Background: an optimization exercise with open tools, aiming at small area. Do not read the settings as production practice. Function not checked in this run: the RTL went through the layout flow alone. No driver is modelled on the clock port, so clocking that relies on it looks cheaper here than on a real chip.

==> design/flow/design.v <==
module cordic_dds (clk, phase_i, sin_o, cos_o, err_o);
   input         clk;
   input  [15:0] phase_i;
   output [16:0] sin_o, cos_o, err_o;
   reg [1:0] q [0:14];
   always @(posedge clk) q[0] <= phase_i[15:14];
   genvar g;
   generate for (g = 1; g < 15; g = g + 1) begin : qp
      always @(posedge clk) q[g] <= q[g-1];
   end endgenerate
   reg [13:0] z0;
   always @(posedge clk) z0 <= phase_i[13:0];
   reg [13:0] u1; reg sd1;
   reg [12:0] u2; reg sd2;
   reg [11:0] u3; reg sd3;
   reg [10:0] u4; reg sd4;
   reg [9:0] u5; reg sd5;
   reg [8:0] u6; reg sd6;
   reg [7:0] u7; reg sd7;
   reg [6:0] u8; reg sd8;
   reg [5:0] u9; reg sd9;
   reg [4:0] u10; reg sd10;
   reg [3:0] u11; reg sd11;
   reg [2:0] u12; reg sd12;
   reg [2:0] u13; reg sd13;
   reg [1:0] u14; reg sd14;
   wire [14:0] v0 = {1'b0, z0} - 15'd8189;
   always @(posedge clk) begin u1 <= v0[13:0] ^ {14{v0[14]}}; sd1 <= v0[14] ^ q[0][0]; end
   wire [14:0] v1 = {1'd0, u1} - 15'd4834;
   always @(posedge clk) begin u2 <= v1[12:0] ^ {13{v1[14]}}; sd2 <= sd1 ^ v1[14]; end
   wire [13:0] v2 = {1'd0, u2} - 14'd2554;
   always @(posedge clk) begin u3 <= v2[11:0] ^ {12{v2[13]}}; sd3 <= sd2 ^ v2[13]; end
   wire [12:0] v3 = {1'd0, u3} - 13'd1296;
   always @(posedge clk) begin u4 <= v3[10:0] ^ {11{v3[12]}}; sd4 <= sd3 ^ v3[12]; end
   wire [11:0] v4 = {1'd0, u4} - 12'd650;
   always @(posedge clk) begin u5 <= v4[9:0] ^ {10{v4[11]}}; sd5 <= sd4 ^ v4[11]; end
   wire [10:0] v5 = {1'd0, u5} - 11'd325;
   always @(posedge clk) begin u6 <= v5[8:0] ^ {9{v5[10]}}; sd6 <= sd5 ^ v5[10]; end
   wire [9:0] v6 = {1'd0, u6} - 10'd162;
   always @(posedge clk) begin u7 <= v6[7:0] ^ {8{v6[9]}}; sd7 <= sd6 ^ v6[9]; end
   wire [8:0] v7 = {1'd0, u7} - 9'd81;
   always @(posedge clk) begin u8 <= v7[6:0] ^ {7{v7[8]}}; sd8 <= sd7 ^ v7[8]; end
   wire [7:0] v8 = {1'd0, u8} - 8'd40;
   always @(posedge clk) begin u9 <= v8[5:0] ^ {6{v8[7]}}; sd9 <= sd8 ^ v8[7]; end
   wire [6:0] v9 = {1'd0, u9} - 7'd20;
   always @(posedge clk) begin u10 <= v9[4:0] ^ {5{v9[6]}}; sd10 <= sd9 ^ v9[6]; end
   wire [5:0] v10 = {1'd0, u10} - 6'd10;
   always @(posedge clk) begin u11 <= v10[3:0] ^ {4{v10[5]}}; sd11 <= sd10 ^ v10[5]; end
   wire [4:0] v11 = {1'd0, u11} - 5'd5;
   always @(posedge clk) begin u12 <= v11[2:0] ^ {3{v11[4]}}; sd12 <= sd11 ^ v11[4]; end
   wire [3:0] v12 = {1'd0, u12} - 4'd2;
   always @(posedge clk) begin u13 <= v12[2:0] ^ {3{v12[3]}}; sd13 <= sd12 ^ v12[3]; end
   wire [3:0] v13 = {1'd0, u13} - 4'd1;
   always @(posedge clk) begin u14 <= v13[1:0] ^ {2{v13[3]}}; sd14 <= sd13 ^ v13[3]; end
   wire zsg = sd14 ^ q[14][0];
   wire [2:0] z14 = {zsg, u14 ^ {2{zsg}}};
   assign err_o = {{14{z14[2]}}, z14};
   reg d1_2; always @(posedge clk) d1_2 <= sd1;
   reg d1_3; always @(posedge clk) d1_3 <= d1_2;
   reg d1_4; always @(posedge clk) d1_4 <= d1_3;
   reg d1_5; always @(posedge clk) d1_5 <= d1_4;
   reg d1_6; always @(posedge clk) d1_6 <= d1_5;
   reg d1_7; always @(posedge clk) d1_7 <= d1_6;
   reg d1_8; always @(posedge clk) d1_8 <= d1_7;
   reg d1_9; always @(posedge clk) d1_9 <= d1_8;
   reg d1_10; always @(posedge clk) d1_10 <= d1_9;
   reg d1_11; always @(posedge clk) d1_11 <= d1_10;
   reg d1_12; always @(posedge clk) d1_12 <= d1_11;
   reg d2_3; always @(posedge clk) d2_3 <= sd2;
   reg d2_4; always @(posedge clk) d2_4 <= d2_3;
   reg d2_5; always @(posedge clk) d2_5 <= d2_4;
   reg d2_6; always @(posedge clk) d2_6 <= d2_5;
   reg d2_7; always @(posedge clk) d2_7 <= d2_6;
   reg d2_8; always @(posedge clk) d2_8 <= d2_7;
   reg d2_9; always @(posedge clk) d2_9 <= d2_8;
   reg d2_10; always @(posedge clk) d2_10 <= d2_9;
   reg d2_11; always @(posedge clk) d2_11 <= d2_10;
   reg d2_12; always @(posedge clk) d2_12 <= d2_11;
   reg d3_4; always @(posedge clk) d3_4 <= sd3;
   reg d3_5; always @(posedge clk) d3_5 <= d3_4;
   reg d3_6; always @(posedge clk) d3_6 <= d3_5;
   reg d3_7; always @(posedge clk) d3_7 <= d3_6;
   reg d3_8; always @(posedge clk) d3_8 <= d3_7;
   reg d3_9; always @(posedge clk) d3_9 <= d3_8;
   reg d3_10; always @(posedge clk) d3_10 <= d3_9;
   reg d3_11; always @(posedge clk) d3_11 <= d3_10;
   reg d3_12; always @(posedge clk) d3_12 <= d3_11;
   reg d4_5; always @(posedge clk) d4_5 <= sd4;
   reg d4_6; always @(posedge clk) d4_6 <= d4_5;
   reg d4_7; always @(posedge clk) d4_7 <= d4_6;
   reg d4_8; always @(posedge clk) d4_8 <= d4_7;
   reg d4_9; always @(posedge clk) d4_9 <= d4_8;
   reg d4_10; always @(posedge clk) d4_10 <= d4_9;
   reg d4_11; always @(posedge clk) d4_11 <= d4_10;
   reg d4_12; always @(posedge clk) d4_12 <= d4_11;
   reg d5_6; always @(posedge clk) d5_6 <= sd5;
   reg d5_7; always @(posedge clk) d5_7 <= d5_6;
   reg d5_8; always @(posedge clk) d5_8 <= d5_7;
   reg d5_9; always @(posedge clk) d5_9 <= d5_8;
   reg d5_10; always @(posedge clk) d5_10 <= d5_9;
   reg d5_11; always @(posedge clk) d5_11 <= d5_10;
   reg d5_12; always @(posedge clk) d5_12 <= d5_11;
   reg d6_7; always @(posedge clk) d6_7 <= sd6;
   reg d6_8; always @(posedge clk) d6_8 <= d6_7;
   reg d6_9; always @(posedge clk) d6_9 <= d6_8;
   reg d6_10; always @(posedge clk) d6_10 <= d6_9;
   reg d6_11; always @(posedge clk) d6_11 <= d6_10;
   reg d6_12; always @(posedge clk) d6_12 <= d6_11;
   reg d7_8; always @(posedge clk) d7_8 <= sd7;
   reg d7_9; always @(posedge clk) d7_9 <= d7_8;
   reg d7_10; always @(posedge clk) d7_10 <= d7_9;
   reg d7_11; always @(posedge clk) d7_11 <= d7_10;
   reg d7_12; always @(posedge clk) d7_12 <= d7_11;
   reg d8_9; always @(posedge clk) d8_9 <= sd8;
   reg d8_10; always @(posedge clk) d8_10 <= d8_9;
   reg d8_11; always @(posedge clk) d8_11 <= d8_10;
   reg d8_12; always @(posedge clk) d8_12 <= d8_11;
   reg d9_10; always @(posedge clk) d9_10 <= sd9;
   reg d9_11; always @(posedge clk) d9_11 <= d9_10;
   reg d9_12; always @(posedge clk) d9_12 <= d9_11;
   reg d10_11; always @(posedge clk) d10_11 <= sd10;
   reg d10_12; always @(posedge clk) d10_12 <= d10_11;
   reg d10_13; always @(posedge clk) d10_13 <= d10_12;
   reg d11_12; always @(posedge clk) d11_12 <= sd11;
   reg d11_13; always @(posedge clk) d11_13 <= d11_12;
   reg d12_13; always @(posedge clk) d12_13 <= sd12;
   reg d12_14; always @(posedge clk) d12_14 <= d12_13;
   reg d13_14; always @(posedge clk) d13_14 <= sd13;
   wire [7:0] tsel = {d8_12, d7_12, d6_12, d5_12, d4_12, d3_12, d2_12, d1_12};
   wire hf = tsel[0];
   wire [6:0] hsel = tsel[7:1] ^ {7{hf}};
   wire [15:0] hx, hy;
   wire [127:0] hx_t0 = 128'b00111100101011100011010100111000110101000101001111011111110100100011110010101110001101010011100011010100010100111101111111010010;
   assign hx[0] = hx_t0[hsel];
   wire [127:0] hx_t1 = 128'b11010000000101001010011101010011101001110001001000010111000000011000110101010111001111000100011100010010101011000110011011111111;
   assign hx[1] = hx_t1[hsel];
   wire [127:0] hx_t2 = 128'b00000101111110011111010110111101111111111111100000110100001010010001000101111101000110001000010010111110110000110010101111101010;
   assign hx[2] = hx_t2[hsel];
   wire [127:0] hx_t3 = 128'b00100011010010000010000111100101110001011100110111001110110110000000110110001000000001101011010011101010100111010001101001110011;
   assign hx[3] = hx_t3[hsel];
   wire [127:0] hx_t4 = 128'b00101110111011011100101011001101110001001010110100101011100000001100011010100111001000011000011000001011111001111110010110101000;
   assign hx[4] = hx_t4[hsel];
   wire [127:0] hx_t5 = 128'b10011001101101010111011111110101101110011111111110111101101110101001101111010101100101011001010001010101110111111001111110110010;
   assign hx[5] = hx_t5[hsel];
   wire [127:0] hx_t6 = 128'b10110011011110010011000101110011100100010101000101011011000111100001101111010001110110111001101010111001111110011111001110010110;
   assign hx[6] = hx_t6[hsel];
   wire [127:0] hx_t7 = 128'b11000000010010000110001001101000011010101110000011000010100010010110000001100000010000100000100111101010111000001100101010000001;
   assign hx[7] = hx_t7[hsel];
   wire [127:0] hx_t8 = 128'b00011101101101110001010100111111100111011011111100110101010111110110001001000000110010101010000001100010010000001100101010101000;
   assign hx[8] = hx_t8[hsel];
   wire [127:0] hx_t9 = 128'b00000010100010101000101000001010111111010111010101110101110101010110000011001010010000001000101010011111001101011011111101110101;
   assign hx[9] = hx_t9[hsel];
   wire [127:0] hx_t10 = 128'b10100010101000100101110111011101010111111101011100101000000010001100001011100010000111010101110101011101110101111010001000101000;
   assign hx[10] = hx_t10[hsel];
   wire [127:0] hx_t11 = 128'b11010101001010101000100001110111100010000111111110101000011101111001010101101010100010000111011110001000011111110010101001010111;
   assign hx[11] = hx_t11[hsel];
   wire [127:0] hx_t12 = 128'b10001111101001011000011111110000100001111111000010100111111100001000111111100101100001111111000010000111111100001010010111110000;
   assign hx[12] = hx_t12[hsel];
   wire [127:0] hx_t13 = 128'b01000011011000110100001100110011010000110011001101100011001100110100001100100011010000110011001101000011001100110110001100110011;
   assign hx[13] = hx_t13[hsel];
   wire [127:0] hx_t14 = 128'b10101001100010011010100110011001101010011001100110001001100110011010100110001001101010011001100110101001100110011000100110011001;
   assign hx[14] = hx_t14[hsel];
   wire [127:0] hx_t15 = 128'b00000001000000010000000100010001000000010001000100000001000100010000000100000001000000010001000100000001000100010000000100010001;
   assign hx[15] = hx_t15[hsel];
   wire [127:0] hy_t0 = 128'b11001110100001001100111001100100011001000000010001000110111001001100111010000100110011100110010001100100000001000100011011100100;
   assign hy[0] = hy_t0[hsel];
   wire [127:0] hy_t1 = 128'b11111001111011100110101001111110101100010000111010101000011101111101101111001110111000101101011100111001101011101010100001011110;
   assign hy[1] = hy_t1[hsel];
   wire [127:0] hy_t2 = 128'b00000111011001111111111000000111001011011100011101110110101011110000011111001101111101001010010101010000101100100000001101111011;
   assign hy[2] = hy_t2[hsel];
   wire [127:0] hy_t3 = 128'b01110000000000111110110001011100010100101010100101100110110101101101001010000011101110110000101110100000001110110011101001011011;
   assign hy[3] = hy_t3[hsel];
   wire [127:0] hy_t4 = 128'b10101001110011000100010100011010000010110110110010010000010011110101110011000100100000010011000111011100110101100101110010111100;
   assign hy[4] = hy_t4[hsel];
   wire [127:0] hy_t5 = 128'b01111010110000011001110011110011000011110110100101011001100111000101010001001110010101110101110110000011111101000101111000101011;
   assign hy[5] = hy_t5[hsel];
   wire [127:0] hy_t6 = 128'b01001011001011001011100010010110001101000000101110110011000101011010001111101110011101110101011101111000010100010111000111110010;
   assign hy[6] = hy_t6[hsel];
   wire [127:0] hy_t7 = 128'b00011111110011001101001101010001100101110000101100011100100100001111110101100100111100100111101000111001101110010011011000011100;
   assign hy[7] = hy_t7[hsel];
   wire [127:0] hy_t8 = 128'b01010111110010110001101100010100101101011010011001110001111111100101110101000011100100111001010000110011101111001111100101111110;
   assign hy[8] = hy_t8[hsel];
   wire [127:0] hy_t9 = 128'b00011011010011111111010100111101010100011000011101111111001111010001100111000111111111010011110111010101100101010111111110111101;
   assign hy[9] = hy_t9[hsel];
   wire [127:0] hy_t10 = 128'b00110101100011110011111101010101001111111100011110111111010101010011011110000111001111110101010100111111110101011011111101010101;
   assign hy[10] = hy_t10[hsel];
   wire [127:0] hy_t11 = 128'b11110101110001011111010101011111111101011100110111110101010111111111010111001101111101010101111111110101110111111111010101011111;
   assign hy[11] = hy_t11[hsel];
   wire [127:0] hy_t12 = 128'b11010111111001111101011101110111110101111110011111010111011101111101011111100111110101110111011111010111111101111101011101110111;
   assign hy[12] = hy_t12[hsel];
   wire [127:0] hy_t13 = 128'b01111111011011110111111111111111011111110110111101111111111111110111111101101111011111111111111101111111011111110111111111111111;
   assign hy[13] = hy_t13[hsel];
   wire [127:0] hy_t14 = 128'b11111111111011111111111111111111111111111110111111111111111111111111111111101111111111111111111111111111111111111111111111111111;
   assign hy[14] = hy_t14[hsel];
   wire [127:0] hy_t15 = 128'b00000000000100000000000000000000000000000001000000000000000000000000000000010000000000000000000000000000000000000000000000000000;
   assign hy[15] = hy_t15[hsel];
   wire [15:0] tx = hf ? hy : hx;
   wire [15:0] ty = hf ? hx : hy;
   wire cN = q[14][1] ^ q[14][0];
   wire sN = q[14][1];
   wire [16:0] X9 = {1'b0, tx};
   wire [16:0] Y9 = {1'b0, ty};
   wire dg9 = d9_12;
   wire [7:0] g9_wy0 = Y9[16:9], g9_wx0 = X9[16:9];
   wire [9:0] g9_xl1_c = {{2'b00, X9[6:0]}, 1'b1} + {{{1{g9_wy0[7]}}, g9_wy0} ^ {9{~dg9}}, ~dg9};
   wire [8:0] g9_xl1 = g9_xl1_c[9:1];
   wire [9:0] g9_yl1_c = {{2'b00, Y9[6:0]}, 1'b1} + {{{1{g9_wx0[7]}}, g9_wx0} ^ {9{dg9}}, dg9};
   wire [8:0] g9_yl1 = g9_yl1_c[9:1];
   wire [9:0] g9_xh1_h = X9[16:7];
   wire [1:0] g9_xh1_c = g9_xl1[8:7];
   wire g9_xh1_i = g9_xh1_c[0] & ~g9_xh1_c[1], g9_xh1_d = g9_xh1_c[1];
   wire [9:0] g9_xh1_p1, g9_xh1_p0;
   assign g9_xh1_p1[0] = 1'b1; assign g9_xh1_p0[0] = 1'b1;
   assign g9_xh1_p1[1] = g9_xh1_p1[0] & g9_xh1_h[0]; assign g9_xh1_p0[1] = g9_xh1_p0[0] & ~g9_xh1_h[0];
   assign g9_xh1_p1[2] = g9_xh1_p1[1] & g9_xh1_h[1]; assign g9_xh1_p0[2] = g9_xh1_p0[1] & ~g9_xh1_h[1];
   assign g9_xh1_p1[3] = g9_xh1_p1[2] & g9_xh1_h[2]; assign g9_xh1_p0[3] = g9_xh1_p0[2] & ~g9_xh1_h[2];
   assign g9_xh1_p1[4] = g9_xh1_p1[3] & g9_xh1_h[3]; assign g9_xh1_p0[4] = g9_xh1_p0[3] & ~g9_xh1_h[3];
   assign g9_xh1_p1[5] = g9_xh1_p1[4] & g9_xh1_h[4]; assign g9_xh1_p0[5] = g9_xh1_p0[4] & ~g9_xh1_h[4];
   assign g9_xh1_p1[6] = g9_xh1_p1[5] & g9_xh1_h[5]; assign g9_xh1_p0[6] = g9_xh1_p0[5] & ~g9_xh1_h[5];
   assign g9_xh1_p1[7] = g9_xh1_p1[6] & g9_xh1_h[6]; assign g9_xh1_p0[7] = g9_xh1_p0[6] & ~g9_xh1_h[6];
   assign g9_xh1_p1[8] = g9_xh1_p1[7] & g9_xh1_h[7]; assign g9_xh1_p0[8] = g9_xh1_p0[7] & ~g9_xh1_h[7];
   assign g9_xh1_p1[9] = g9_xh1_p1[8] & g9_xh1_h[8]; assign g9_xh1_p0[9] = g9_xh1_p0[8] & ~g9_xh1_h[8];
   wire [9:0] g9_xh1 = g9_xh1_h ^ (({10{g9_xh1_i}} & g9_xh1_p1) | ({10{g9_xh1_d}} & g9_xh1_p0));
   wire [9:0] g9_yh1_h = Y9[16:7];
   wire [1:0] g9_yh1_c = g9_yl1[8:7];
   wire g9_yh1_i = g9_yh1_c[0] & ~g9_yh1_c[1], g9_yh1_d = g9_yh1_c[1];
   wire [9:0] g9_yh1_p1, g9_yh1_p0;
   assign g9_yh1_p1[0] = 1'b1; assign g9_yh1_p0[0] = 1'b1;
   assign g9_yh1_p1[1] = g9_yh1_p1[0] & g9_yh1_h[0]; assign g9_yh1_p0[1] = g9_yh1_p0[0] & ~g9_yh1_h[0];
   assign g9_yh1_p1[2] = g9_yh1_p1[1] & g9_yh1_h[1]; assign g9_yh1_p0[2] = g9_yh1_p0[1] & ~g9_yh1_h[1];
   assign g9_yh1_p1[3] = g9_yh1_p1[2] & g9_yh1_h[2]; assign g9_yh1_p0[3] = g9_yh1_p0[2] & ~g9_yh1_h[2];
   assign g9_yh1_p1[4] = g9_yh1_p1[3] & g9_yh1_h[3]; assign g9_yh1_p0[4] = g9_yh1_p0[3] & ~g9_yh1_h[3];
   assign g9_yh1_p1[5] = g9_yh1_p1[4] & g9_yh1_h[4]; assign g9_yh1_p0[5] = g9_yh1_p0[4] & ~g9_yh1_h[4];
   assign g9_yh1_p1[6] = g9_yh1_p1[5] & g9_yh1_h[5]; assign g9_yh1_p0[6] = g9_yh1_p0[5] & ~g9_yh1_h[5];
   assign g9_yh1_p1[7] = g9_yh1_p1[6] & g9_yh1_h[6]; assign g9_yh1_p0[7] = g9_yh1_p0[6] & ~g9_yh1_h[6];
   assign g9_yh1_p1[8] = g9_yh1_p1[7] & g9_yh1_h[7]; assign g9_yh1_p0[8] = g9_yh1_p0[7] & ~g9_yh1_h[7];
   assign g9_yh1_p1[9] = g9_yh1_p1[8] & g9_yh1_h[8]; assign g9_yh1_p0[9] = g9_yh1_p0[8] & ~g9_yh1_h[8];
   wire [9:0] g9_yh1 = g9_yh1_h ^ (({10{g9_yh1_i}} & g9_yh1_p1) | ({10{g9_yh1_d}} & g9_yh1_p0));
   wire [16:0] g9_x1 = {g9_xh1, g9_xl1[6:0]}, g9_y1 = {g9_yh1, g9_yl1[6:0]};
   reg [15:0] xr13, yr13;
   always @(posedge clk) begin xr13 <= g9_x1[15:0]; yr13 <= g9_y1[15:0]; end
   wire [16:0] X10 = {1'b0, xr13};
   wire [16:0] Y10 = {1'b0, yr13};
   wire dg10 = d10_13;
   wire [6:0] g10_wy0 = Y10[16:10], g10_wx0 = X10[16:10];
   wire [8:0] g10_xl1_c = {{2'b00, X10[5:0]}, 1'b1} + {{{1{g10_wy0[6]}}, g10_wy0} ^ {8{~dg10}}, ~dg10};
   wire [7:0] g10_xl1 = g10_xl1_c[8:1];
   wire [8:0] g10_yl1_c = {{2'b00, Y10[5:0]}, 1'b1} + {{{1{g10_wx0[6]}}, g10_wx0} ^ {8{dg10}}, dg10};
   wire [7:0] g10_yl1 = g10_yl1_c[8:1];
   wire [10:0] g10_xh1_h = X10[16:6];
   wire [1:0] g10_xh1_c = g10_xl1[7:6];
   wire g10_xh1_i = g10_xh1_c[0] & ~g10_xh1_c[1], g10_xh1_d = g10_xh1_c[1];
   wire [10:0] g10_xh1_p1, g10_xh1_p0;
   assign g10_xh1_p1[0] = 1'b1; assign g10_xh1_p0[0] = 1'b1;
   assign g10_xh1_p1[1] = g10_xh1_p1[0] & g10_xh1_h[0]; assign g10_xh1_p0[1] = g10_xh1_p0[0] & ~g10_xh1_h[0];
   assign g10_xh1_p1[2] = g10_xh1_p1[1] & g10_xh1_h[1]; assign g10_xh1_p0[2] = g10_xh1_p0[1] & ~g10_xh1_h[1];
   assign g10_xh1_p1[3] = g10_xh1_p1[2] & g10_xh1_h[2]; assign g10_xh1_p0[3] = g10_xh1_p0[2] & ~g10_xh1_h[2];
   assign g10_xh1_p1[4] = g10_xh1_p1[3] & g10_xh1_h[3]; assign g10_xh1_p0[4] = g10_xh1_p0[3] & ~g10_xh1_h[3];
   assign g10_xh1_p1[5] = g10_xh1_p1[4] & g10_xh1_h[4]; assign g10_xh1_p0[5] = g10_xh1_p0[4] & ~g10_xh1_h[4];
   assign g10_xh1_p1[6] = g10_xh1_p1[5] & g10_xh1_h[5]; assign g10_xh1_p0[6] = g10_xh1_p0[5] & ~g10_xh1_h[5];
   assign g10_xh1_p1[7] = g10_xh1_p1[6] & g10_xh1_h[6]; assign g10_xh1_p0[7] = g10_xh1_p0[6] & ~g10_xh1_h[6];
   assign g10_xh1_p1[8] = g10_xh1_p1[7] & g10_xh1_h[7]; assign g10_xh1_p0[8] = g10_xh1_p0[7] & ~g10_xh1_h[7];
   assign g10_xh1_p1[9] = g10_xh1_p1[8] & g10_xh1_h[8]; assign g10_xh1_p0[9] = g10_xh1_p0[8] & ~g10_xh1_h[8];
   assign g10_xh1_p1[10] = g10_xh1_p1[9] & g10_xh1_h[9]; assign g10_xh1_p0[10] = g10_xh1_p0[9] & ~g10_xh1_h[9];
   wire [10:0] g10_xh1 = g10_xh1_h ^ (({11{g10_xh1_i}} & g10_xh1_p1) | ({11{g10_xh1_d}} & g10_xh1_p0));
   wire [10:0] g10_yh1_h = Y10[16:6];
   wire [1:0] g10_yh1_c = g10_yl1[7:6];
   wire g10_yh1_i = g10_yh1_c[0] & ~g10_yh1_c[1], g10_yh1_d = g10_yh1_c[1];
   wire [10:0] g10_yh1_p1, g10_yh1_p0;
   assign g10_yh1_p1[0] = 1'b1; assign g10_yh1_p0[0] = 1'b1;
   assign g10_yh1_p1[1] = g10_yh1_p1[0] & g10_yh1_h[0]; assign g10_yh1_p0[1] = g10_yh1_p0[0] & ~g10_yh1_h[0];
   assign g10_yh1_p1[2] = g10_yh1_p1[1] & g10_yh1_h[1]; assign g10_yh1_p0[2] = g10_yh1_p0[1] & ~g10_yh1_h[1];
   assign g10_yh1_p1[3] = g10_yh1_p1[2] & g10_yh1_h[2]; assign g10_yh1_p0[3] = g10_yh1_p0[2] & ~g10_yh1_h[2];
   assign g10_yh1_p1[4] = g10_yh1_p1[3] & g10_yh1_h[3]; assign g10_yh1_p0[4] = g10_yh1_p0[3] & ~g10_yh1_h[3];
   assign g10_yh1_p1[5] = g10_yh1_p1[4] & g10_yh1_h[4]; assign g10_yh1_p0[5] = g10_yh1_p0[4] & ~g10_yh1_h[4];
   assign g10_yh1_p1[6] = g10_yh1_p1[5] & g10_yh1_h[5]; assign g10_yh1_p0[6] = g10_yh1_p0[5] & ~g10_yh1_h[5];
   assign g10_yh1_p1[7] = g10_yh1_p1[6] & g10_yh1_h[6]; assign g10_yh1_p0[7] = g10_yh1_p0[6] & ~g10_yh1_h[6];
   assign g10_yh1_p1[8] = g10_yh1_p1[7] & g10_yh1_h[7]; assign g10_yh1_p0[8] = g10_yh1_p0[7] & ~g10_yh1_h[7];
   assign g10_yh1_p1[9] = g10_yh1_p1[8] & g10_yh1_h[8]; assign g10_yh1_p0[9] = g10_yh1_p0[8] & ~g10_yh1_h[8];
   assign g10_yh1_p1[10] = g10_yh1_p1[9] & g10_yh1_h[9]; assign g10_yh1_p0[10] = g10_yh1_p0[9] & ~g10_yh1_h[9];
   wire [10:0] g10_yh1 = g10_yh1_h ^ (({11{g10_yh1_i}} & g10_yh1_p1) | ({11{g10_yh1_d}} & g10_yh1_p0));
   wire [16:0] g10_x1 = {g10_xh1, g10_xl1[5:0]}, g10_y1 = {g10_yh1, g10_yl1[5:0]};
   wire dg11 = d11_13;
   wire [5:0] g10_wy1 = g10_y1[16:11], g10_wx1 = g10_x1[16:11];
   wire [8:0] g10_xl2_c = {g10_xl1, 1'b1} + {{{2{g10_wy1[5]}}, g10_wy1} ^ {8{~dg11}}, ~dg11};
   wire [7:0] g10_xl2 = g10_xl2_c[8:1];
   wire [8:0] g10_yl2_c = {g10_yl1, 1'b1} + {{{2{g10_wx1[5]}}, g10_wx1} ^ {8{dg11}}, dg11};
   wire [7:0] g10_yl2 = g10_yl2_c[8:1];
   wire [10:0] g10_xh2_h = X10[16:6];
   wire [1:0] g10_xh2_c = g10_xl2[7:6];
   wire g10_xh2_i = g10_xh2_c[0] & ~g10_xh2_c[1], g10_xh2_d = g10_xh2_c[1];
   wire [10:0] g10_xh2_p1, g10_xh2_p0;
   assign g10_xh2_p1[0] = 1'b1; assign g10_xh2_p0[0] = 1'b1;
   assign g10_xh2_p1[1] = g10_xh2_p1[0] & g10_xh2_h[0]; assign g10_xh2_p0[1] = g10_xh2_p0[0] & ~g10_xh2_h[0];
   assign g10_xh2_p1[2] = g10_xh2_p1[1] & g10_xh2_h[1]; assign g10_xh2_p0[2] = g10_xh2_p0[1] & ~g10_xh2_h[1];
   assign g10_xh2_p1[3] = g10_xh2_p1[2] & g10_xh2_h[2]; assign g10_xh2_p0[3] = g10_xh2_p0[2] & ~g10_xh2_h[2];
   assign g10_xh2_p1[4] = g10_xh2_p1[3] & g10_xh2_h[3]; assign g10_xh2_p0[4] = g10_xh2_p0[3] & ~g10_xh2_h[3];
   assign g10_xh2_p1[5] = g10_xh2_p1[4] & g10_xh2_h[4]; assign g10_xh2_p0[5] = g10_xh2_p0[4] & ~g10_xh2_h[4];
   assign g10_xh2_p1[6] = g10_xh2_p1[5] & g10_xh2_h[5]; assign g10_xh2_p0[6] = g10_xh2_p0[5] & ~g10_xh2_h[5];
   assign g10_xh2_p1[7] = g10_xh2_p1[6] & g10_xh2_h[6]; assign g10_xh2_p0[7] = g10_xh2_p0[6] & ~g10_xh2_h[6];
   assign g10_xh2_p1[8] = g10_xh2_p1[7] & g10_xh2_h[7]; assign g10_xh2_p0[8] = g10_xh2_p0[7] & ~g10_xh2_h[7];
   assign g10_xh2_p1[9] = g10_xh2_p1[8] & g10_xh2_h[8]; assign g10_xh2_p0[9] = g10_xh2_p0[8] & ~g10_xh2_h[8];
   assign g10_xh2_p1[10] = g10_xh2_p1[9] & g10_xh2_h[9]; assign g10_xh2_p0[10] = g10_xh2_p0[9] & ~g10_xh2_h[9];
   wire [10:0] g10_xh2 = g10_xh2_h ^ (({11{g10_xh2_i}} & g10_xh2_p1) | ({11{g10_xh2_d}} & g10_xh2_p0));
   wire [10:0] g10_yh2_h = Y10[16:6];
   wire [1:0] g10_yh2_c = g10_yl2[7:6];
   wire g10_yh2_i = g10_yh2_c[0] & ~g10_yh2_c[1], g10_yh2_d = g10_yh2_c[1];
   wire [10:0] g10_yh2_p1, g10_yh2_p0;
   assign g10_yh2_p1[0] = 1'b1; assign g10_yh2_p0[0] = 1'b1;
   assign g10_yh2_p1[1] = g10_yh2_p1[0] & g10_yh2_h[0]; assign g10_yh2_p0[1] = g10_yh2_p0[0] & ~g10_yh2_h[0];
   assign g10_yh2_p1[2] = g10_yh2_p1[1] & g10_yh2_h[1]; assign g10_yh2_p0[2] = g10_yh2_p0[1] & ~g10_yh2_h[1];
   assign g10_yh2_p1[3] = g10_yh2_p1[2] & g10_yh2_h[2]; assign g10_yh2_p0[3] = g10_yh2_p0[2] & ~g10_yh2_h[2];
   assign g10_yh2_p1[4] = g10_yh2_p1[3] & g10_yh2_h[3]; assign g10_yh2_p0[4] = g10_yh2_p0[3] & ~g10_yh2_h[3];
   assign g10_yh2_p1[5] = g10_yh2_p1[4] & g10_yh2_h[4]; assign g10_yh2_p0[5] = g10_yh2_p0[4] & ~g10_yh2_h[4];
   assign g10_yh2_p1[6] = g10_yh2_p1[5] & g10_yh2_h[5]; assign g10_yh2_p0[6] = g10_yh2_p0[5] & ~g10_yh2_h[5];
   assign g10_yh2_p1[7] = g10_yh2_p1[6] & g10_yh2_h[6]; assign g10_yh2_p0[7] = g10_yh2_p0[6] & ~g10_yh2_h[6];
   assign g10_yh2_p1[8] = g10_yh2_p1[7] & g10_yh2_h[7]; assign g10_yh2_p0[8] = g10_yh2_p0[7] & ~g10_yh2_h[7];
   assign g10_yh2_p1[9] = g10_yh2_p1[8] & g10_yh2_h[8]; assign g10_yh2_p0[9] = g10_yh2_p0[8] & ~g10_yh2_h[8];
   assign g10_yh2_p1[10] = g10_yh2_p1[9] & g10_yh2_h[9]; assign g10_yh2_p0[10] = g10_yh2_p0[9] & ~g10_yh2_h[9];
   wire [10:0] g10_yh2 = g10_yh2_h ^ (({11{g10_yh2_i}} & g10_yh2_p1) | ({11{g10_yh2_d}} & g10_yh2_p0));
   wire [16:0] g10_x2 = {g10_xh2, g10_xl2[5:0]}, g10_y2 = {g10_yh2, g10_yl2[5:0]};
   reg [15:0] xr14, yr14;
   always @(posedge clk) begin xr14 <= g10_x2[15:0]; yr14 <= g10_y2[15:0]; end
   wire [16:0] X12 = {(xr14[15] & xr14[14]), xr14};
   wire [16:0] Y12 = {(yr14[15] & yr14[14]), yr14};
   wire dg12 = d12_14;
   wire [4:0] g12_wy0 = Y12[16:12], g12_wx0 = X12[16:12];
   wire [6:0] g12_xl1_c = {{2'b00, X12[3:0]}, 1'b1} + {{{1{g12_wy0[4]}}, g12_wy0} ^ {6{~dg12}}, ~dg12};
   wire [5:0] g12_xl1 = g12_xl1_c[6:1];
   wire [6:0] g12_yl1_c = {{2'b00, Y12[3:0]}, 1'b1} + {{{1{g12_wx0[4]}}, g12_wx0} ^ {6{dg12}}, dg12};
   wire [5:0] g12_yl1 = g12_yl1_c[6:1];
   wire [12:0] g12_xh1_h = X12[16:4];
   wire [1:0] g12_xh1_c = g12_xl1[5:4];
   wire g12_xh1_i = g12_xh1_c[0] & ~g12_xh1_c[1], g12_xh1_d = g12_xh1_c[1];
   wire [12:0] g12_xh1_p1, g12_xh1_p0;
   assign g12_xh1_p1[0] = 1'b1; assign g12_xh1_p0[0] = 1'b1;
   assign g12_xh1_p1[1] = g12_xh1_p1[0] & g12_xh1_h[0]; assign g12_xh1_p0[1] = g12_xh1_p0[0] & ~g12_xh1_h[0];
   assign g12_xh1_p1[2] = g12_xh1_p1[1] & g12_xh1_h[1]; assign g12_xh1_p0[2] = g12_xh1_p0[1] & ~g12_xh1_h[1];
   assign g12_xh1_p1[3] = g12_xh1_p1[2] & g12_xh1_h[2]; assign g12_xh1_p0[3] = g12_xh1_p0[2] & ~g12_xh1_h[2];
   assign g12_xh1_p1[4] = g12_xh1_p1[3] & g12_xh1_h[3]; assign g12_xh1_p0[4] = g12_xh1_p0[3] & ~g12_xh1_h[3];
   assign g12_xh1_p1[5] = g12_xh1_p1[4] & g12_xh1_h[4]; assign g12_xh1_p0[5] = g12_xh1_p0[4] & ~g12_xh1_h[4];
   assign g12_xh1_p1[6] = g12_xh1_p1[5] & g12_xh1_h[5]; assign g12_xh1_p0[6] = g12_xh1_p0[5] & ~g12_xh1_h[5];
   assign g12_xh1_p1[7] = g12_xh1_p1[6] & g12_xh1_h[6]; assign g12_xh1_p0[7] = g12_xh1_p0[6] & ~g12_xh1_h[6];
   assign g12_xh1_p1[8] = g12_xh1_p1[7] & g12_xh1_h[7]; assign g12_xh1_p0[8] = g12_xh1_p0[7] & ~g12_xh1_h[7];
   assign g12_xh1_p1[9] = g12_xh1_p1[8] & g12_xh1_h[8]; assign g12_xh1_p0[9] = g12_xh1_p0[8] & ~g12_xh1_h[8];
   assign g12_xh1_p1[10] = g12_xh1_p1[9] & g12_xh1_h[9]; assign g12_xh1_p0[10] = g12_xh1_p0[9] & ~g12_xh1_h[9];
   assign g12_xh1_p1[11] = g12_xh1_p1[10] & g12_xh1_h[10]; assign g12_xh1_p0[11] = g12_xh1_p0[10] & ~g12_xh1_h[10];
   assign g12_xh1_p1[12] = g12_xh1_p1[11] & g12_xh1_h[11]; assign g12_xh1_p0[12] = g12_xh1_p0[11] & ~g12_xh1_h[11];
   wire [12:0] g12_xh1 = g12_xh1_h ^ (({13{g12_xh1_i}} & g12_xh1_p1) | ({13{g12_xh1_d}} & g12_xh1_p0));
   wire [12:0] g12_yh1_h = Y12[16:4];
   wire [1:0] g12_yh1_c = g12_yl1[5:4];
   wire g12_yh1_i = g12_yh1_c[0] & ~g12_yh1_c[1], g12_yh1_d = g12_yh1_c[1];
   wire [12:0] g12_yh1_p1, g12_yh1_p0;
   assign g12_yh1_p1[0] = 1'b1; assign g12_yh1_p0[0] = 1'b1;
   assign g12_yh1_p1[1] = g12_yh1_p1[0] & g12_yh1_h[0]; assign g12_yh1_p0[1] = g12_yh1_p0[0] & ~g12_yh1_h[0];
   assign g12_yh1_p1[2] = g12_yh1_p1[1] & g12_yh1_h[1]; assign g12_yh1_p0[2] = g12_yh1_p0[1] & ~g12_yh1_h[1];
   assign g12_yh1_p1[3] = g12_yh1_p1[2] & g12_yh1_h[2]; assign g12_yh1_p0[3] = g12_yh1_p0[2] & ~g12_yh1_h[2];
   assign g12_yh1_p1[4] = g12_yh1_p1[3] & g12_yh1_h[3]; assign g12_yh1_p0[4] = g12_yh1_p0[3] & ~g12_yh1_h[3];
   assign g12_yh1_p1[5] = g12_yh1_p1[4] & g12_yh1_h[4]; assign g12_yh1_p0[5] = g12_yh1_p0[4] & ~g12_yh1_h[4];
   assign g12_yh1_p1[6] = g12_yh1_p1[5] & g12_yh1_h[5]; assign g12_yh1_p0[6] = g12_yh1_p0[5] & ~g12_yh1_h[5];
   assign g12_yh1_p1[7] = g12_yh1_p1[6] & g12_yh1_h[6]; assign g12_yh1_p0[7] = g12_yh1_p0[6] & ~g12_yh1_h[6];
   assign g12_yh1_p1[8] = g12_yh1_p1[7] & g12_yh1_h[7]; assign g12_yh1_p0[8] = g12_yh1_p0[7] & ~g12_yh1_h[7];
   assign g12_yh1_p1[9] = g12_yh1_p1[8] & g12_yh1_h[8]; assign g12_yh1_p0[9] = g12_yh1_p0[8] & ~g12_yh1_h[8];
   assign g12_yh1_p1[10] = g12_yh1_p1[9] & g12_yh1_h[9]; assign g12_yh1_p0[10] = g12_yh1_p0[9] & ~g12_yh1_h[9];
   assign g12_yh1_p1[11] = g12_yh1_p1[10] & g12_yh1_h[10]; assign g12_yh1_p0[11] = g12_yh1_p0[10] & ~g12_yh1_h[10];
   assign g12_yh1_p1[12] = g12_yh1_p1[11] & g12_yh1_h[11]; assign g12_yh1_p0[12] = g12_yh1_p0[11] & ~g12_yh1_h[11];
   wire [12:0] g12_yh1 = g12_yh1_h ^ (({13{g12_yh1_i}} & g12_yh1_p1) | ({13{g12_yh1_d}} & g12_yh1_p0));
   wire [16:0] g12_x1 = {g12_xh1, g12_xl1[3:0]}, g12_y1 = {g12_yh1, g12_yl1[3:0]};
   wire dg13 = d13_14;
   wire [3:0] g12_wy1 = g12_y1[16:13], g12_wx1 = g12_x1[16:13];
   wire [5:0] g12_xm = g12_xl1 - {5'd0, cN};
   wire [5:0] g12_ym = g12_yl1 - {5'd0, sN};
   wire [6:0] g12_xl2_c = {g12_xm, 1'b1} + {{{2{g12_wy1[3]}}, g12_wy1} ^ {6{~dg13}}, ~dg13};
   wire [5:0] g12_xl2 = g12_xl2_c[6:1];
   wire [6:0] g12_yl2_c = {g12_ym, 1'b1} + {{{2{g12_wx1[3]}}, g12_wx1} ^ {6{dg13}}, dg13};
   wire [5:0] g12_yl2 = g12_yl2_c[6:1];
   wire [12:0] g12_xh2_h = X12[16:4];
   wire [1:0] g12_xh2_c = g12_xl2[5:4];
   wire g12_xh2_i = g12_xh2_c[0] & ~g12_xh2_c[1], g12_xh2_d = g12_xh2_c[1];
   wire [12:0] g12_xh2_p1, g12_xh2_p0;
   assign g12_xh2_p1[0] = 1'b1; assign g12_xh2_p0[0] = 1'b1;
   assign g12_xh2_p1[1] = g12_xh2_p1[0] & g12_xh2_h[0]; assign g12_xh2_p0[1] = g12_xh2_p0[0] & ~g12_xh2_h[0];
   assign g12_xh2_p1[2] = g12_xh2_p1[1] & g12_xh2_h[1]; assign g12_xh2_p0[2] = g12_xh2_p0[1] & ~g12_xh2_h[1];
   assign g12_xh2_p1[3] = g12_xh2_p1[2] & g12_xh2_h[2]; assign g12_xh2_p0[3] = g12_xh2_p0[2] & ~g12_xh2_h[2];
   assign g12_xh2_p1[4] = g12_xh2_p1[3] & g12_xh2_h[3]; assign g12_xh2_p0[4] = g12_xh2_p0[3] & ~g12_xh2_h[3];
   assign g12_xh2_p1[5] = g12_xh2_p1[4] & g12_xh2_h[4]; assign g12_xh2_p0[5] = g12_xh2_p0[4] & ~g12_xh2_h[4];
   assign g12_xh2_p1[6] = g12_xh2_p1[5] & g12_xh2_h[5]; assign g12_xh2_p0[6] = g12_xh2_p0[5] & ~g12_xh2_h[5];
   assign g12_xh2_p1[7] = g12_xh2_p1[6] & g12_xh2_h[6]; assign g12_xh2_p0[7] = g12_xh2_p0[6] & ~g12_xh2_h[6];
   assign g12_xh2_p1[8] = g12_xh2_p1[7] & g12_xh2_h[7]; assign g12_xh2_p0[8] = g12_xh2_p0[7] & ~g12_xh2_h[7];
   assign g12_xh2_p1[9] = g12_xh2_p1[8] & g12_xh2_h[8]; assign g12_xh2_p0[9] = g12_xh2_p0[8] & ~g12_xh2_h[8];
   assign g12_xh2_p1[10] = g12_xh2_p1[9] & g12_xh2_h[9]; assign g12_xh2_p0[10] = g12_xh2_p0[9] & ~g12_xh2_h[9];
   assign g12_xh2_p1[11] = g12_xh2_p1[10] & g12_xh2_h[10]; assign g12_xh2_p0[11] = g12_xh2_p0[10] & ~g12_xh2_h[10];
   assign g12_xh2_p1[12] = g12_xh2_p1[11] & g12_xh2_h[11]; assign g12_xh2_p0[12] = g12_xh2_p0[11] & ~g12_xh2_h[11];
   wire [12:0] g12_xh2 = g12_xh2_h ^ (({13{g12_xh2_i}} & g12_xh2_p1) | ({13{g12_xh2_d}} & g12_xh2_p0));
   wire [12:0] g12_yh2_h = Y12[16:4];
   wire [1:0] g12_yh2_c = g12_yl2[5:4];
   wire g12_yh2_i = g12_yh2_c[0] & ~g12_yh2_c[1], g12_yh2_d = g12_yh2_c[1];
   wire [12:0] g12_yh2_p1, g12_yh2_p0;
   assign g12_yh2_p1[0] = 1'b1; assign g12_yh2_p0[0] = 1'b1;
   assign g12_yh2_p1[1] = g12_yh2_p1[0] & g12_yh2_h[0]; assign g12_yh2_p0[1] = g12_yh2_p0[0] & ~g12_yh2_h[0];
   assign g12_yh2_p1[2] = g12_yh2_p1[1] & g12_yh2_h[1]; assign g12_yh2_p0[2] = g12_yh2_p0[1] & ~g12_yh2_h[1];
   assign g12_yh2_p1[3] = g12_yh2_p1[2] & g12_yh2_h[2]; assign g12_yh2_p0[3] = g12_yh2_p0[2] & ~g12_yh2_h[2];
   assign g12_yh2_p1[4] = g12_yh2_p1[3] & g12_yh2_h[3]; assign g12_yh2_p0[4] = g12_yh2_p0[3] & ~g12_yh2_h[3];
   assign g12_yh2_p1[5] = g12_yh2_p1[4] & g12_yh2_h[4]; assign g12_yh2_p0[5] = g12_yh2_p0[4] & ~g12_yh2_h[4];
   assign g12_yh2_p1[6] = g12_yh2_p1[5] & g12_yh2_h[5]; assign g12_yh2_p0[6] = g12_yh2_p0[5] & ~g12_yh2_h[5];
   assign g12_yh2_p1[7] = g12_yh2_p1[6] & g12_yh2_h[6]; assign g12_yh2_p0[7] = g12_yh2_p0[6] & ~g12_yh2_h[6];
   assign g12_yh2_p1[8] = g12_yh2_p1[7] & g12_yh2_h[7]; assign g12_yh2_p0[8] = g12_yh2_p0[7] & ~g12_yh2_h[7];
   assign g12_yh2_p1[9] = g12_yh2_p1[8] & g12_yh2_h[8]; assign g12_yh2_p0[9] = g12_yh2_p0[8] & ~g12_yh2_h[8];
   assign g12_yh2_p1[10] = g12_yh2_p1[9] & g12_yh2_h[9]; assign g12_yh2_p0[10] = g12_yh2_p0[9] & ~g12_yh2_h[9];
   assign g12_yh2_p1[11] = g12_yh2_p1[10] & g12_yh2_h[10]; assign g12_yh2_p0[11] = g12_yh2_p0[10] & ~g12_yh2_h[10];
   assign g12_yh2_p1[12] = g12_yh2_p1[11] & g12_yh2_h[11]; assign g12_yh2_p0[12] = g12_yh2_p0[11] & ~g12_yh2_h[11];
   wire [12:0] g12_yh2 = g12_yh2_h ^ (({13{g12_yh2_i}} & g12_yh2_p1) | ({13{g12_yh2_d}} & g12_yh2_p0));
   wire [16:0] g12_x2 = {g12_xh2, g12_xl2[3:0]}, g12_y2 = {g12_yh2, g12_yl2[3:0]};
   reg [16:0] cos_r, sin_r;
   always @(posedge clk) begin
      cos_r <= {17{cN}} ^ g12_x2;
      sin_r <= {17{sN}} ^ g12_y2;
   end
   assign cos_o = cos_r;
   assign sin_o = sin_r;
endmodule
==> design/flow/flow/run.sh <==
#!/bin/bash
# Own layout flow: the standard flow (standard synthesis unchanged), with
#  - the port buffers made from sky130_fd_sc_hd__buf_1 cells,
#  - clock tree options passed to clock_tree_synthesis,
#  - power recovery (cell down-sizing on paths with slack) after global routing.
# Each make run writes its full output to a log of its own in the work folder;
# ORFS's per-step logs are under orfs/logs/.
set -euo pipefail
cd "$(dirname "$0")/.."
source flow/knobs.sh
bash standard.sh finish \
  "BUFFER_PORTS_ARGS=$PORT_BUF_ARGS" \
  "CTS_ARGS=$CTS_ARGS" \
  "RECOVER_POWER=$RECOVER" > flow_standard.log 2>&1
==> design/flow/flow/knobs.sh <==
PORT_BUF_ARGS="-buffer_cell sky130_fd_sc_hd__buf_1"
CTS_ARGS="-sink_clustering_enable -repair_clock_nets -dont_use_dummy_load -buf_list sky130_fd_sc_hd__clkbuf_16 -sink_clustering_size 25 -sink_clustering_max_diameter 120"
RECOVER=0
==> design/flow/standard.sh <==
#!/bin/bash
# synth_recipe.tcl (not shown) runs the flow's synth.tcl, then flattens the netlist and writes it again
# the make line also repeats each setting of config.mk as NAME=value (left out here)
make -C /OpenROAD-flow-scripts/flow DESIGN_CONFIG=/design/flow/config.mk WORK_HOME=/design/flow/orfs CLKGATE_MAP_FILE= SYNTH_SCRIPT=/design/flow/synth_recipe.tcl "${@:-finish}"
==> design/flow/config.mk <==
export PLATFORM = sky130hd
export DESIGN_NAME = cordic_dds
export DESIGN_NICKNAME = cordic_dds
export VERILOG_FILES = /design/flow/design.v
export SDC_FILE = /design/flow/constraint.sdc
export NUM_CORES = 4
export LEC_CHECK = 0
export ABC_AREA = 1
export ABC_CLOCK_PERIOD_IN_PS = 5000
export CAP_MARGIN = 20
export CORE_MARGIN = 2
export CORE_UTILIZATION = 40
export SLEW_MARGIN = 20
==> design/flow/constraint.sdc <==
create_clock -name core_clock -period 5.0 [get_ports {clk}]
set_input_delay 1.0000 -clock core_clock [delete_from_list [all_inputs] [get_ports {clk}]]
set_output_delay 1.0000 -clock core_clock [all_outputs]
set_load 0.01 [all_outputs]
==> impl_metrics.tcl <==
set metrics [dict create \
    synth_cells 2927 \
    cp-end-kind "register" \
    antenna_violations_before_repair 2 \
    mostFrequentLayoutCell "nand2_1" \
    finalWeightedCongestion 1.00 \
    ys_warn_count 2 \
    synth_cell_types 60 \
    skew_ns 0.0469 \
    row_cnt 82 \
    hpwl_um 61300 \
    num-nets-final 3279 \
    seq_area_frac_synth 0.327 \
    area_of_the_multi_input_gates_mm2 0.0120 \
    synth.ff_latch_count 334 \
    rsz0062_at_grt "yes" \
    detailroute.via_count 20300 \
    firstDrtPassIters 5 \
    min_to "d4_9$_DFF_P_" \
    min_delay_path_depth 0 \
    period_minus_slack_ns 4.67 \
    netlist_area_mm2 0.0205 \
    numPortBuffers 67 \
    synth.avg_cell_area_um2 6.99 \
    drc 0 \
    drv.max_cap_violation_count 0 \
    design.core.area_mm2 0.0504 \
    max_slew.worst_pin.slew_ns 0.936 \
    flow.area_growth_from_synthesis_pct 15.0 \
    drt_iter0_markers 1523 \
    synth_ff_type "dfxtp_1" \
    min_from "d4_8$_DFF_P_" \
    dp_worst_setup_slack_ns 0.102 \
    wire_length_per_cell_after_detailed_routing_um 19.6 \
    run_status "finished clean" \
    worstPathRequired_ns 5.37 \
    globalRouteOverflowTotal 0 \
    nFillCells 5203 \
    grt_start_max_net_pins 36 \
    synth_enable_flop_cells 0 \
    share_of_post_route_cells_with_drive_strength_above_1 0.123 \
    postRouteAntennaNets 0 \
    worst_path_largest_cell_delay_ns 0.45 \
    fmax_mhz 214 \
    post_cts.repair.setup_buffers 0 \
    layout_worst_path_cycle_share 0.935 \
    final_max_slew_viol_count 0 \
    cp_data_arrival_time_ns 5.04 \
    cp_startpoint_kind "register" \
    post_cts_clock_slew_at_the_launch_and_capture_registers_of_the_worst_setup_and_hold_paths_ns 0.09 \
    criticalPathCategory "register to register" \
    ys_async_sr_fraction 0 \
    ff2ff_path_depth 29 \
    path_common_cell "nand2_1" \
    postLayoutSetupSlackWorst_ns 0.325 \
    dieHeight_um 230 \
    groute.usage.overall 0.280 \
    first_global_vias 19800 \
    insertion_delay_ns 0.52 \
    chipWidth_um 230 \
    crit_fanout 9 \
    regArea_mm2 0.00669 \
    syn-num-nets 3029 \
    highest_count_cells_in_the_layout_ignoring_fill_and_taps "818 x nand2_1, 332 x dfxtp_1, 319 x inv_1, 264 x nand3_1, 246 x buf_4" \
    totalNegativeSetupSlack_ns 0 \
    die_area_mm2 0.0530 \
    yosysTopAreaCellShare 0.327 \
    final-hold-violation-count 0 \
    clock_sink_total 334 \
    r2r_start "d1_12$_DFF_P_" \
    hp-class "register to register" \
    worst_slew_margin_rel 0.374 \
    wirelength_um 75400 \
    netlist.top_cell.by_area "dfxtp_1" \
    tritoncts_clock_tree "done" \
    timing.critical_path.slowest_stage_cell "dfxtp_2" \
    start_util 0.406 \
    grt_pass1_wl_um 114000 \
    worst_r2r_endpoint "xr13[14]$_DFF_P_" \
    cts-buffers-inserted 17 \
    io-pin-count 68 \
    setup_viol 0 \
    ys_top_cells_by_area "dfxtp_1 33%, nand2_1 15%, xor2_1 8.4%, nand3_1 6.5%, inv_1 5.9%" \
    detail_route.vias_per_cell 5.26 \
]
## cell type report
class | instances | share of cell area
antenna | 2 | 0.000213
clock buffer | 17 | 0.0181
inverter | 341 | 0.0547
multi-input combinational | 2161 | 0.511
sequential | 334 | 0.284
tap | 672 | 0.0357
timing repair buffer | 322 | 0.0961
## flip-flops by register name, summed over array words and instances (netlist names), 5 cells and up
name / count
u6: 9
xr13: 16
cos_r: 17
yr14: 16
u3: 12
xr14: 16
yr13: 16
q: 30
sin_r: 17
u2: 13
u9: 6
u7: 8
u5: 10
u10: 5
u1: 14
u4: 11
z0: 14
u8: 7
## Yosys cell counts, types with 4 or more instances
cell type	n
nand3_2	4
nor2_2	19
a21oi_1	122
o31ai_1	11
nand2_4	8
nor2_4	4
o21ai_0	100
nor3_1	22
o22ai_1	8
o21ai_1	10
o21ai_2	4
a21o_1	7
a31o_2	4
ha_1	85
o211ai_1	13
xnor2_1	109
buf_2	26
nand2_1	820
nand3b_1	30
clkbuf_1	22
buf_4	25
a31oi_1	6
nand3_1	267
nor4_1	4
nand4_1	43
nand2_2	27
o221ai_1	6
a22oi_1	5
inv_2	18
inv_1	319
a2111oi_0	4
buf_1	11
dfxtp_1	334
a211oi_1	7
nor2_1	172
xor2_1	197
or2_2	11
buf_6	7
## worst max path at each step
stage | startpoint | to | slack, ns | cells after the start
6_report | d1_12$_DFF_P_ | xr13[14]$_DFF_P_ | 0.33 | 29
4_1_cts | d1_12$_DFF_P_ | xr13[14]$_DFF_P_ | 0.04 | 28
5_1_grt | d10_13$_DFF_P_ | xr14[8]$_DFF_P_ | -0.02 | 26
3_5_place_dp | d1_12$_DFF_P_ | xr13[14]$_DFF_P_ | 0.10 | 28
2_1_floorplan | d10_13$_DFF_P_ | yr14[12]$_DFF_P_ | 0.66 | 29
3_3_place_gp | d1_12$_DFF_P_ | xr13[14]$_DFF_P_ | 0.21 | 25
## timing repair
item                       4_1_cts  5_1_grt
hold buffers                     0        0
resized for setup                0       18
setup endpoints to repair        0       39
## metal layers
layer / track usage / vias up / routed length, um
met5: 0 / - / 0
met4: 0.113 / 0 / 3640
met3: 0.0408 / 186 / 4520
met2: 0.496 / 745 / 36100
met1: 0.339 / 9451 / 31200
li1: - / 9870 / -
## cell families (layout without fill, tap and decap cells)
| family | after synthesis | in the layout | share of synthesized area |
|---|---|---|---|
| adders and majority gates | 85 | 85 | 0.0520 |
| xor gates and xnor gates | 306 | 306 | 0.131 |
| other | 0 | 2 | 0 |
| AOI/OAI and AO/OA | 333 | 333 | 0.0955 |
| buffers and inverters | 432 | 680 | 0.0884 |
| DFF | 334 | 334 | 0.327 |
| and+or+nand+nor | 1436 | 1436 | 0.306 |
| muxes | 1 | 1 | 0.000489 |
## through the flow
stage	hold WS [ns]	instances	area, um2	utilization
after detailed placement	0.312	3830	23000	0.458
after global placement	0.311	3830	23000	0.458
after global routing	0.337	3847	23500	0.467
final	0.328	3849	23500	0.467
after CTS	0.328	3847	23500	0.466
after floorplan	0.310	2927	20500	-
## critical path: cells and delay by family (launching register included)
family                   cells  cell delay (ns)
AND/OR/NAND/NOR             14             1.52
buffers and inverters        8             1.10
AO/OA/AOI/OAI                5             0.90
adder cells (fa/ha/maj)      2             0.55
flip-flops                   1             0.45

static timing again, ports no longer ideal:
How much do the figures lean on ideal ports? The routed layout below was timed once more, with nothing changed but the port constraints.
Step 1, drivers: a clkbuf_16 drives clk and a buf_2 each remaining input, both assumed.
Step 2 adds t to the input delays and takes it off the output delays; t is the mean of the earliest and latest rising clock arrival at the registers after step 1. Input paths then give back, and output paths get back, about the clock's delay inside the block.
Slacks: no drivers / after step 1 / after step 2; pairs: no drivers / after step 1.
shift t [ns]: 0.551
slack for setup (ns): 0.325 / 0.325 / 0.325
worst slew at a driven data input, ns: 0.03
After both steps this run still meets setup and hold. The setup slack of this run moves by 0.000 ns with the drivers and by 0.000 ns with both steps.
